Background: an optimization exercise with open tools, aiming at small area. Do not read the settings as production practice. Only simulation tests tie the RTL to the original design; equivalence was not proved.

## old
## adc_to_fifo
module adc_to_fifo(
    input wire clk,
    input wire rst,
    input wire ready,
    input wire [15:0] i_xadc,
    input wire i_dig,
    output reg [7:0] data_in,
    output reg write,
    input wire almost_full
    );
Size: ~1300 flip-flops, ~30 I/O pins, roughly 0.049 mm^2 of cells after synthesis.
Settings: LEC_CHECK=0, ABC_AREA=1, CAP_MARGIN=0, CORE_MARGIN=2, CORE_UTILIZATION=60, CTS_BUF_LIST=sky130_fd_sc_hd__clkbuf_8, CTS_CLUSTER_DIAMETER=40, CTS_CLUSTER_SIZE=16, PLACE_DENSITY=0.7, SLEW_MARGIN=0; clock period 14.0 ns.
run.sh (not shown) runs the stock make flow with config.mk's settings and CLKGATE_MAP_FILE= SYNTH_SCRIPT=/design/flow/synth_recipe.tcl, a recipe that flattens the netlist after the stock synthesis.
Input changes introduced in new (baseline for comparison: old):
-- flow/config.mk --
<<< old, line 12
export CTS_BUF_LIST = sky130_fd_sc_hd__clkbuf_8
export CTS_CLUSTER_DIAMETER = 40
export CTS_CLUSTER_SIZE = 16
export PLACE_DENSITY = 0.7
>>> new, line 12
export CTS_BUF_LIST = sky130_fd_sc_hd__clkbuf_8
export CTS_CLUSTER_DIAMETER = 50
export CTS_CLUSTER_SIZE = 24
export PLACE_DENSITY = 0.7
==> run notes <==
- Comparing old against new, there is no change at all in max capacitance violation total.
- Wire: new routes less than old
- new ran to completion and came out clean on the timing, design-rule and antenna checks.
- Per the comparison of new with old, time the worst path needs with I/O delays and setup saw an increase, first-pass GRT wire length fell 0.88%, area added between synthesis and finish went down 1.0 points, worst endpoint data arrival time essentially unchanged.
- new vs old: met1 wire length up in new
- Changes observed in new relative to old: hold slack fell 0.025 ns; post-route worst setup slack fell 0.052 ns.

adc_to_fifo, a different RTL version from the one above (not shown whole).
Size in the first run: roughly 2,900 cells after synthesis, ~1,200 flip-flops.
## adc_to_fifo
module adc_to_fifo(
    input wire clk,
    input wire rst,
    input wire ready,
    input wire [15:0] i_xadc,
    input wire i_dig,
    output reg [7:0] data_in,
    output reg write,
    input wire almost_full
    );
make LEC_CHECK=0 ABC_AREA=1 CAP_MARGIN=0 CORE_MARGIN=2 CORE_UTILIZATION=60 CTS_BUF_LIST=sky130_fd_sc_hd__clkbuf_8 CTS_CLUSTER_DIAMETER=75 CTS_CLUSTER_SIZE=18 GPL_TIMING_DRIVEN=0 PLACE_DENSITY=0.7 SLEW_MARGIN=0 finish   # period 14.0 ns
The baseline went through all stages and came out clean.
Edit:
--- a/flow/config.mk
+++ b/flow/config.mk
@@ -14,3 +14,2 @@
 export CTS_CLUSTER_SIZE = 18
-export GPL_TIMING_DRIVEN = 0
 export PLACE_DENSITY = 0.7
Result:
- critical path depth is lower by 8
- synthesized cell count stays the same
- maximum frequency is higher by 9.6%
- area after synthesis stays the same
- global-route usage is lower by 1.3 points
- flip-flop and latch count stays the same
- sequential share of layout area is higher by 1.0 points
- utilization is lower by 0.98 points
- wire length is lower by 5.3%

adc_to_fifo again, from the RTL that the note above started with.
==> flow/config.mk <==
export PLATFORM = sky130hd
export DESIGN_NAME = adc_to_fifo
export DESIGN_NICKNAME = adc_to_fifo
export VERILOG_FILES = /design/flow/design.v
export SDC_FILE = /design/flow/constraint.sdc
export NUM_CORES = 4
export LEC_CHECK = 0
export ABC_AREA = 1
export CAP_MARGIN = 0
export CORE_MARGIN = 2
export CORE_UTILIZATION = 60
export CTS_BUF_LIST = sky130_fd_sc_hd__clkbuf_8
export CTS_CLUSTER_DIAMETER = 75
export CTS_CLUSTER_SIZE = 18
export GPL_ROUTABILITY_DRIVEN = 0
export GPL_TIMING_DRIVEN = 0
export PLACE_DENSITY = 0.7
export SLEW_MARGIN = 0
==> flow/constraint.sdc <==
create_clock -name core_clock -period 14.0 [get_ports {clk}]
set_input_delay 2.8000 -clock core_clock [delete_from_list [all_inputs] [get_ports {clk}]]
set_output_delay 2.8000 -clock core_clock [all_outputs]
set_load 0.01 [all_outputs]
The starting point completed without violations.
Change:
Settings changed: CTS_CLUSTER_DIAMETER 75 to 45, CTS_CLUSTER_SIZE 18 to 20, GPL_ROUTABILITY_DRIVEN 0 to not set, GPL_TIMING_DRIVEN 0 to not set.
Result: The new run completed with no timing, DRC or antenna violations. Die area does not change. Routed wire length falls by 0.88%. Via count falls by 2.0%. Worst setup slack improved by 0.95 ns. Register-to-register slack got worse by 0.22 ns. Global-route usage falls by 0.16 points. Core utilization rises by 0.44 points.
Change:
Settings changed: CORE_UTILIZATION 60 to 75, PLACE_DENSITY 0.7 to 0.85.
- The changed run finished with timing, DRC and antenna clean
- routed wire length grows by about 16%
- final cell count shrinks by 4.9%
- setup slack got worse by 0.60 ns

== alpha ==
Another version of the RTL of adc_to_fifo (not shown whole).
Size in the first run: ~3000 cells after synthesis, ~1300 flip-flops, roughly 30 I/O pins.
Design adc_to_fifo, start of the top module:
module adc_to_fifo(
    input wire clk,
    input wire rst,
    input wire ready,
    input wire [15:0] i_xadc,
    input wire i_dig,
    output reg [7:0] data_in,
    output reg write,
    input wire almost_full
    );
    reg [3:0] state;
    reg [11:0] adc_sample;
    reg [11:0] wave_sample;
    reg t_zero;
    reg [11:0] t_mean;
    reg [8:0] t_std;
    reg [2:0] dig_sync;
    wire r_zero;
    wire [11:0] r_mean;
    wire [8:0] r_std;
    wire take;
    processing processing (
        .clk(clk),
        .reset(rst),
        .ready(ready),
        .x(i_xadc[15:4]),
        .r_zero(r_zero),
        .r_mean(r_mean),
        .r_std(r_std),
        .take(take)
    );
    always @(posedge clk) begin
        dig_sync <= {dig_sync[1:0], i_dig};
        if (state == 4'd0 && ready)
            wave_sample <= take ? i_xadc[15:4] : 12'd0;
        if (state == 4'd1) begin
            adc_sample <= i_xadc[15:4];
  ...
clock: 14.0 ns
lec_check: 0
abc_area: 1
cap_margin: 0
core_margin: 2
core_utilization: 60
cts_buf_list: sky130_fd_sc_hd__clkbuf_16
cts_cluster_diameter: 60
cts_cluster_size: 30
place_density: 0.7
slew_margin: 0
alpha ran to completion and came out clean on the timing, design-rule and antenna checks.
What beta does differently from alpha at the input level:
- a change of CTS_CLUSTER_DIAMETER from 60 to 45
- a change of CTS_CLUSTER_SIZE from 30 to 40
[summary]
- Looking at beta and alpha, the DRC marker count from the first detailed-route iteration is a wash.
- Relative to alpha, relative area of clock buffers and inverters in the final design has gone up in beta.
- The final reports for beta and alpha show count of clock-buffer cells in the layout higher in the former.
- Between beta and alpha, the minimum clock period is higher for alpha.
- Worst hold slack after final layout (higher): alpha
- Min detailed-route wire length across beta and alpha: alpha
- On period utilization: beta sits below alpha.
- Going from alpha to beta, worst slew margin relative to its limit climbed 0.43 points; met2 track demand over resource in global routing climbed 0.32 points.

-- separate check: timing with driven ports --
The flow's constraints put no driver on any port. The routed layouts listed below were extracted and timed again, unchanged, in two steps. Step 1 (the two cells are an assumption about what drives the block):
set clk [get_ports {clk}]
set_driving_cell -lib_cell sky130_fd_sc_hd__clkbuf_16 $clk
set_driving_cell -lib_cell sky130_fd_sc_hd__buf_2 [delete_from_list [all_inputs] $clk]
Step 2 moves the port delays by t, midway between the first and last clock arrival at a register: inputs arrive t later, outputs are due t later. That takes back most of the time a late clock gives input paths. a / b / c = no drivers / after step 1 / after step 2; a / b = the first two.
| run | t (ns) | setup slack, ns | worst register clock-pin slew, ns |
|---|---|---|---|
| old | 0.835 | 1.616 / 1.616 / 1.317 | 0.09 / 0.09 |
| new | 0.793 | 1.564 / 1.564 / 1.332 | 0.12 / 0.12 |
| the first run of note 2 | 0.778 | 0.747 / 0.781 / 0.002 | 0.11 / 0.11 |
| the second run of note 2 | 0.754 | 1.912 / 1.940 / 1.185 | 0.12 / 0.12 |
| the first run of note 3 | 0.763 | 1.006 / 1.045 / 0.282 | 0.11 / 0.11 |
| the second run of note 3 | 0.782 | 1.959 / 1.990 / 1.208 | 0.11 / 0.11 |
| the third run of note 3 | 0.812 | 1.357 / 1.357 / 1.135 | 0.12 / 0.12 |
| alpha | 0.695 | 1.836 / 1.879 / 1.184 | 0.11 / 0.11 |
| beta | 0.732 | 1.931 / 1.972 / 1.241 | 0.08 / 0.08 |
After both steps every run listed still meets setup and hold. For the second run of note 3, which loses most, drivers alone change the setup slack by +0.031 ns; drivers and shift together by -0.751 ns.
